What follows belongs to an exercise in optimizing a design on an open flow for small area and a short achievable clock period; a production flow would make more cautious choices.
At most, simulation tests tie the RTL to the original design; equivalence was not proved.
Power figures rest on the tool's default switching activity, not on a simulated workload.

Design mul16, start of the top module:
module mul16(
    input clk,
    input logic[15:0] a,
    input logic[15:0] b,
    output logic[31:0] r
);
Size in the first run: about 830 cells after synthesis, ~9000 µm² of cells after synthesis.
==> flow/config.mk <==
export PLATFORM = sky130hd
export DESIGN_NAME = mul16
export DESIGN_NICKNAME = mul16
export VERILOG_FILES = /design/flow/design.v
export SDC_FILE = /design/flow/constraint.sdc
export NUM_CORES = 4
export LEC_CHECK = 0
export CAP_MARGIN = 20
export CORE_MARGIN = 2
export CORE_UTILIZATION = 40
export CTS_BUF_LIST = sky130_fd_sc_hd__clkbuf_8
export CTS_CLUSTER_SIZE = 12
export SETUP_SLACK_MARGIN = 2.0
export SLEW_MARGIN = 20
export SYNTH_HIERARCHICAL = 1
export SYNTH_MINIMUM_KEEP_SIZE = 0
==> flow/constraint.sdc <==
create_clock -name core_clock -period 5.5 [get_ports {clk}]
set_input_delay 1.1000 -clock core_clock [delete_from_list [all_inputs] [get_ports {clk}]]
set_output_delay 1.1000 -clock core_clock [all_outputs]
set_load 0.01 [all_outputs]
standard.sh (not shown) runs the stock make flow with config.mk's settings and CLKGATE_MAP_FILE= SYNTH_SCRIPT=/design/flow/synth_recipe.tcl, a recipe that flattens the netlist after the stock synthesis.
==> flow/flow/run.sh <==
#!/bin/bash
# The standard layout (the standard.sh, standard synthesis unchanged), except that
# the port buffers are sky130_fd_sc_hd__buf_2 cells instead of the resizer's default pick
# (a clkdlybuf4s50_1 delay cell). Every input and output port still gets its buffer.
set -uo pipefail
export BUFFER_PORTS_ARGS="-buffer_cell sky130_fd_sc_hd__buf_2"
bash standard.sh > standard.log 2>&1
Change:
==> flow/flow/run.sh (replaced) <==
#!/bin/bash
set -uo pipefail
here=$(pwd)
export BUFFER_PORTS_ARGS="-buffer_cell sky130_fd_sc_hd__buf_4"
export PRE_RESIZE_TCL="$here/flow/outbuf.tcl"
bash standard.sh > standard.log 2>&1
==> flow/flow/outbuf.tcl (new file) <==
# Sourced by ORFS's resize.tcl before repair_design: the buffer that buffer_ports put on
# each output port becomes a sky130_fd_sc_hd__buf_1.
set n 0
foreach port [get_ports -filter "direction==output"] {
  set net [get_nets [get_full_name $port]]
  foreach pin [get_pins -of_objects $net -filter "direction==output"] {
    set inst [get_cells -of_objects $pin]
    if {[get_property $inst ref_name] eq "sky130_fd_sc_hd__buf_4"} {
      replace_cell $inst sky130_fd_sc_hd__buf_1
      incr n
    }
  }
}
puts "outbuf.tcl: $n output buffers made buf_1"
=> Core utilization came out higher by 0.27 points; worst setup slack gets worse by 0.031 ns; cell area rises slightly.
Change:
==> flow/flow/run.sh (replaced) <==
#!/bin/bash
set -uo pipefail
here=$(pwd)
export PRE_GLOBAL_PLACE_TCL="$here/flow/inbuf.tcl"
export BUFFER_PORTS_ARGS="-outputs -buffer_cell sky130_fd_sc_hd__buf_1"
bash standard.sh > standard.log 2>&1
==> flow/flow/inbuf.tcl (new file) <==
# Sourced by ORFS's global_place.tcl just before its buffer_ports call (which then buffers
# the outputs only): buffer the input ports with buf_4 cells.
buffer_ports -inputs -buffer_cell sky130_fd_sc_hd__buf_4
removed: flow/flow/outbuf.tcl
Non-clock buffer count is lower by 32.
Wire length grows by 0.58%.
Global-route usage is about the same.
First-iteration DRC count rose by 7.3%.
Total power barely changes.
Cell area decreases by 2.5%.
Clock skew barely changes.
No run of this note included a check of the RTL's function; only the layout flow was run.

========
== run A ==
mul16, a different RTL version from the one above (not shown whole).
Size: roughly 800 cells after synthesis.
==> flow/config.mk <==
export PLATFORM = sky130hd
export DESIGN_NAME = mul16
export DESIGN_NICKNAME = mul16
export VERILOG_FILES = /design/flow/design.v
export SDC_FILE = /design/flow/constraint.sdc
export NUM_CORES = 4
export LEC_CHECK = 0
export CAP_MARGIN = 20
export CORE_MARGIN = 2
export CORE_UTILIZATION = 40
export CTS_BUF_LIST = sky130_fd_sc_hd__clkbuf_8
export CTS_CLUSTER_SIZE = 10
export SETUP_SLACK_MARGIN = 2.4
export SLEW_MARGIN = 20
export SYNTH_HIERARCHICAL = 1
export SYNTH_MINIMUM_KEEP_SIZE = 0
==> flow/constraint.sdc <==
create_clock -name core_clock -period 5.5 [get_ports {clk}]
set_input_delay 1.1000 -clock core_clock [delete_from_list [all_inputs] [get_ports {clk}]]
set_output_delay 1.1000 -clock core_clock [all_outputs]
set_load 0.01 [all_outputs]
==> flow/flow/run.sh <==
#!/bin/bash
# The standard layout (the standard.sh, standard synthesis unchanged), except that
# the port buffers are sky130_fd_sc_hd__buf_2 cells instead of the resizer's default pick
# (a clkdlybuf4s50_1 delay cell). Every input and output port still gets its buffer.
set -uo pipefail
export BUFFER_PORTS_ARGS="-buffer_cell sky130_fd_sc_hd__buf_2"
bash standard.sh > standard.log 2>&1
Inputs modified between run A and run B:
Settings: swapping 2.4 for 2.0 in SETUP_SLACK_MARGIN; swapping sky130_fd_sc_hd__clkbuf_8 for sky130_fd_sc_hd__clkbuf_4 sky130_fd_sc_hd__clkbuf_8 in CTS_BUF_LIST.
### Flow results
Diff run A -> run B: post-layout instance area went down 5.6%, combinational power went down by about 16%, ratio of final minimum period to clock period now sits higher, global-route track usage on met1 now smaller.
The utilization in run B was lower than what run A gave.
Between run A and run B, the met3 layer usage reported by global route figures differ only marginally.
Run B against run A: areal power density over the cells lower; antenna cell count higher; post-placement cell area lower.
Edits applied to the flow inputs when going from run B to run C:
Settings: a change of CTS_CLUSTER_SIZE from 10 to 12; a change of CTS_BUF_LIST from sky130_fd_sc_hd__clkbuf_4 sky130_fd_sc_hd__clkbuf_8 to sky130_fd_sc_hd__clkbuf_8; a change of SETUP_SLACK_MARGIN from 2.0 to 1.5.
==> results.txt <==
- No run among run B and run C stopped early or left any final violation; all are clean.
- Run B has higher number of buffers added for setup after CTS than run C.
- | number of filler instances in the final layout | run C vs run B | 21 higher |
- Run C ended with more fraction of met1 tracks used by global routing than run B.
- The final reports for run C and run B show clock buffer count in the final layout lower in the former.
- From run B to run C the numbers moved as follows: area enclosed by the die boundary was more or less identical; post-cts repair resize count decreased by 4 relative to the old numbers; wire length increased 230 um; final worst-path cycle share +8.1 points.
- Run C vs. run B: routed length on met2 went down by 0.61%.
- Summary of the comparison: area added between synthesis and finish is lower in run C, relative to run B.
Changes in run D relative to run C:
Settings: CORE_UTILIZATION changed from 40 to 60; SETUP_SLACK_MARGIN changed from 1.5 to 2.0.
### Flow results
- Run D has fraction of met3 tracks used by global routing above what run C had.
- Wire length of the first global-routing pass: run C vs run D — no meaningful difference
- Run D went all the way through the flow, and no timing, DRC or antenna check failed.
- Run D improves on run C in setup slack.

========
== red ==
mul16 again, from the RTL that the note above started with.
==> flow/design.v (excerpt) <==
module mul16(
    input clk,
    input logic[15:0] a,
    input logic[15:0] b,
    output logic[31:0] r
);
export LEC_CHECK = 0
export CAP_MARGIN = 20
export CORE_MARGIN = 2
export CORE_UTILIZATION = 40
export CTS_BUF_LIST = sky130_fd_sc_hd__clkbuf_8
export CTS_CLUSTER_SIZE = 10
export SETUP_SLACK_MARGIN = 2.2
export SLEW_MARGIN = 20
export SYNTH_HIERARCHICAL = 1
export SYNTH_MINIMUM_KEEP_SIZE = 0
create_clock -name core_clock -period 5.5 [get_ports {clk}]
Scripts as last shown in full above: flow/flow/run.sh
[inputs] blue vs red
- CTS_CLUSTER_SIZE removed (was 10)
- SETUP_SLACK_MARGIN changed from 2.2 to 2.0
- CTS_BUF_LIST removed (was sky130_fd_sc_hd__clkbuf_8)
==> flow/flow/run.sh <==
#!/bin/bash
# The standard layout (the standard.sh, standard synthesis unchanged), except that
# the port buffers are sky130_fd_sc_hd__buf_1 cells instead of the resizer's default pick
# (a clkdlybuf4s50_1 delay cell). Every input and output port still gets its buffer.
set -uo pipefail
export BUFFER_PORTS_ARGS="-buffer_cell sky130_fd_sc_hd__buf_1"
bash standard.sh > standard.log 2>&1
Diff red -> blue: data required time at the worst endpoint ~0 delta, smallest setup slack after layout -0.12 ns, post-route cell area -59 sq um, global placer's final weighted congestion +3.3%.
Run comparison: red path type of the worst setup path reg -> reg; blue path type of the worst setup path in -> reg
#### Input delta (green over blue)
- CTS_CLUSTER_SIZE: unset -> 12
- CORE_UTILIZATION: 40 -> 75
- CTS_BUF_LIST: unset -> sky130_fd_sc_hd__clkbuf_8
==> flow/flow/run.sh <==
#!/bin/bash
# The standard layout (the standard.sh, standard synthesis unchanged), except that
# the port buffers are sky130_fd_sc_hd__buf_2 cells instead of the resizer's default pick
# (a clkdlybuf4s50_1 delay cell). Every input and output port still gets its buffer.
set -uo pipefail
export BUFFER_PORTS_ARGS="-buffer_cell sky130_fd_sc_hd__buf_2"
bash standard.sh > standard.log 2>&1
Notes after the runs:
Relative to blue, the area fraction of clock buffers and clock inverters of green is lower by 0.95 points. Re post-synthesis to final-layout area growth: blue and green aren't equal, and the higher value belongs to blue. Going from blue to green, minimum setup slack after placement grows by 0.36 ns. Every run in the comparison, blue and green, completed the flow with a clean layout. Largest net degree at the start of global routing for green: 1 down relative to blue.
Here is what was changed in the inputs of orange compared with green.
- a change of CORE_UTILIZATION from 75 to 40
==> flow/flow/run.sh <==
#!/bin/bash
set -uo pipefail
here=$(pwd)
export PRE_GLOBAL_PLACE_TCL="$here/flow/inbuf.tcl"
export BUFFER_PORTS_ARGS="-outputs -buffer_cell sky130_fd_sc_hd__buf_1"
bash standard.sh > standard.log 2>&1
==> flow/flow/inbuf.tcl (new file) <==
# Sourced by ORFS's global_place.tcl just before its buffer_ports call (which then buffers
# the outputs only): buffer the input ports with buf_4 cells.
buffer_ports -inputs -buffer_cell sky130_fd_sc_hd__buf_4
Summary of orange over green: initial core utilization fell 36 points; met1 routing resource usage after global routing dropped 20 points; delay contributed by the slowest stage of the critical path lower; number of setup buffers added after CTS moved up. | final worst-path cycle share | higher: green |. In the reports for green and orange, the larger core utilization belongs to green. orange vs green, worst setup path startpoint: q[33] vs q[32]. Compared orange vs green, and total chip power is down in orange. Of orange and green, it is orange that has the higher final wirelength.

-- port drivers added, routing unchanged --
In the flow no input, the clock included, has a driving cell. The finished layouts below were timed again as built, in two steps.
Step 1 assumes that a clkbuf_16 drives the clock port and a buf_2 every other input.
Step 2 times the ports against the registers' clock, not the clock port: input delays grow and output delays shrink by t, the midpoint of the rising clock arrivals with the driver on.
Slacks: no drivers / after step 1 / after step 2; pairs: no drivers / after step 1.
run | t, ns | slack for setup (ns) | latest minus earliest clock arrival (ns) | slew at the worst register clock pin (ns) | pins driven straight from the clock port
the first run of note 1 | 0.428 | 2.156 / 2.156 / 1.784 | 0.006 / 0.006 | 0.10 / 0.10 | 1
the second run of note 1 | 0.437 | 2.125 / 2.124 / 1.913 | 0.018 / 0.018 | 0.12 / 0.12 | 1
the third run of note 1 | 0.423 | 2.206 / 2.183 / 1.759 | 0.016 / 0.015 | 0.11 / 0.11 | 1
run A | 0.438 | 2.208 / 2.208 / 2.034 | 0.021 / 0.021 | 0.12 / 0.12 | 1
run B | 0.436 | 2.189 / 2.170 / 1.734 | 0.018 / 0.018 | 0.12 / 0.12 | 1
run C | 0.439 | 1.744 / 1.744 / 1.744 | 0.015 / 0.014 | 0.12 / 0.12 | 1
run D | 0.435 | 2.161 / 2.161 / 1.752 | 0.012 / 0.013 | 0.11 / 0.11 | 1
red | 0.442 | 2.189 / 2.189 / 1.875 | 0.018 / 0.018 | 0.12 / 0.12 | 1
blue | 0.395 | 2.065 / 2.070 / 1.675 | 0.014 / 0.014 | 0.08 / 0.08 | 1
green | 0.423 | 1.950 / 1.950 / 1.778 | 0.006 / 0.005 | 0.10 / 0.10 | 1
orange | 0.432 | 2.162 / 2.162 / 1.774 | 0.018 / 0.018 | 0.12 / 0.12 | 1
After both steps every run listed still meets setup and hold. The setup slack of run B, which loses most, moves by -0.019 ns with the drivers and by -0.455 ns with both steps.
